This is an optimization exercise on Yosys and OpenROAD, whose aim is small area and a short achievable clock period, not a production implementation.
The RTL was checked by simulation tests, not by an equivalence proof against the original design.

==> flow/design.v (excerpt) <==
module circuit6(a, b, c, zero, z, clk, rst);
        input  clk, rst;
        input  [63:0] a, b, c, zero;
        output [63:0] z;
        wire   [63:0] e, f, zwire;
        wire   gEQz;
        MOD    #(.DATAWIDTH(64)) MOD_1(a, c, zero, gEQz);       
        wire   [64:0] az, c1;
        assign az[0] = 1'b1;
        assign c1[0] = 1'b1;
        genvar j;
        generate for (j = 0; j < 64; j = j + 1) begin : g_incdec
            assign az[j+1] = az[j] & ~a[j];
            assign c1[j+1] = c1[j] & c[j];
        end endgenerate
        assign e = a ^ az[63:0];
        assign f = c ^ c1[63:0];
        assign zwire = gEQz ? e : f;                            
        reg    [63:0] z_q;                                      
        always @(posedge clk) begin
            if (rst == 1)
                z_q <= 0;
            else
                z_q <= zwire;
        end
        assign z = z_q;
endmodule
Settings: LEC_CHECK=0, CAP_MARGIN=40, CORE_MARGIN=2, CORE_UTILIZATION=40, SLEW_MARGIN=20, SYNTH_HIERARCHICAL=1, SYNTH_MINIMUM_KEEP_SIZE=0; clock period 350.0 ns.
standard.sh (not shown) runs the stock make flow with config.mk's settings and CLKGATE_MAP_FILE= SYNTH_SCRIPT=/design/flow/synth_recipe.tcl, a recipe that flattens the netlist after the stock synthesis.
==> flow/flow/run.sh <==
#!/bin/bash
# Layout flow: the standard synthesis and layout (standard.sh) with two
# changes in how the layout is made:
#  - every input and output port still gets its own buffer, but a plain
#    buf_1 (BUFFER_PORTS_ARGS) instead of the delay buffer buffer_ports picks;
#  - the timing repair after clock tree synthesis aims at a setup slack above
#    zero (SETUP_SLACK_MARGIN), so that it upsizes the long combinational path.
# Routing and the rest run as standard; the clock and constraints are the standard flow's.
set -euo pipefail
PORTS="BUFFER_PORTS_ARGS=-buffer_cell sky130_fd_sc_hd__buf_1"
bash standard.sh synth > synth.log 2>&1
bash standard.sh "$PORTS" SETUP_SLACK_MARGIN=228 cts > cts.log 2>&1
bash standard.sh "$PORTS" finish > finish.log 2>&1
The starting point finished clean.
Edit:
--- a/flow/flow/run.sh
+++ b/flow/flow/run.sh
@@ -6,4 +6,7 @@
 #  - the timing repair after clock tree synthesis aims at a setup slack above
-#    zero (SETUP_SLACK_MARGIN), so that it upsizes the long combinational path.
-# Routing and the rest run as standard; the clock and constraints are the standard flow's.
+#    zero (SETUP_SLACK_MARGIN), using gate upsizing only (SETUP_MOVE_SEQUENCE),
+#    so that the long combinational path gets faster cells without any change
+#    to the netlist's structure.
+# Floorplan, placement, routing and the rest run as standard; the clock and
+# constraints are the standard flow's.
 set -euo pipefail
@@ -11,3 +14,4 @@
 bash standard.sh synth > synth.log 2>&1
-bash standard.sh "$PORTS" SETUP_SLACK_MARGIN=228 cts > cts.log 2>&1
+bash standard.sh "$PORTS" place > place.log 2>&1
+bash standard.sh "$PORTS" SETUP_SLACK_MARGIN=228 SETUP_MOVE_SEQUENCE=sizeup cts > cts.log 2>&1
 bash standard.sh "$PORTS" finish > finish.log 2>&1
The new run produced a clean layout.
First-iteration DRC count rises by 2.4%.
Setup slack improves by 0.15 ns.
Worst hold slack barely changes.
Core utilization falls by 0.15 points.
Flip-flop and latch count is unchanged.
Wire length falls by 1.6%.
Via count falls by 0.81%.
Fmax hardly moves.
Clock-buffer cell count rises by 2.
Edit:
--- a/flow/flow/run.sh
+++ b/flow/flow/run.sh
@@ -6,5 +6,4 @@
 #  - the timing repair after clock tree synthesis aims at a setup slack above
-#    zero (SETUP_SLACK_MARGIN), using gate upsizing only (SETUP_MOVE_SEQUENCE),
-#    so that the long combinational path gets faster cells without any change
-#    to the netlist's structure.
+#    zero (SETUP_SLACK_MARGIN),
+#    so that it sizes and buffers the long combinational path for speed.
 # Floorplan, placement, routing and the rest run as standard; the clock and
@@ -15,3 +14,3 @@
 bash standard.sh "$PORTS" place > place.log 2>&1
-bash standard.sh "$PORTS" SETUP_SLACK_MARGIN=228 SETUP_MOVE_SEQUENCE=sizeup cts > cts.log 2>&1
+bash standard.sh "$PORTS" SETUP_SLACK_MARGIN=228 cts > cts.log 2>&1
 bash standard.sh "$PORTS" finish > finish.log 2>&1
Result: Die area does not change; cell area rises slightly; worst hold slack is about the same; first-iteration DRC count falls slightly; final cell count rises slightly; wire length rises slightly.

==> what the ideal ports hide <==
How much do the figures lean on ideal ports? The routed layouts below were timed once more, with nothing changed but the port constraints.
Step 1, drivers: a clkbuf_16 drives clk and a buf_2 each remaining input, both assumed.
Step 2, shift: input delay + t, output delay - t, t = (earliest + latest rising clock arrival at the registers) / 2. This alone moves slack from input paths to output paths.
Slacks: no drivers / after step 1 / after step 2; pairs: no drivers / after step 1.
| run | t, ns | setup slack, ns | hold WS [ns] | worst register clock-pin slew, ns | worst data-port slew with drivers (ns) |
|---|---|---|---|---|---|
| the first run | 0.412 | 227.752 / 227.762 / 227.349 | 69.916 / 69.892 / 70.305 | 0.06 / 0.06 | 0.07 |
| the second run | 0.409 | 227.903 / 227.912 / 227.503 | 69.913 / 69.885 / 70.294 | 0.06 / 0.06 | 0.09 |
| the third run | 0.412 | 227.992 / 227.995 / 227.583 | 69.914 / 69.887 / 70.299 | 0.06 / 0.06 | 0.08 |
After both steps every run listed still meets setup and hold. The setup slack of the third run, which loses most, moves by +0.003 ns with the drivers and by -0.409 ns with both steps.
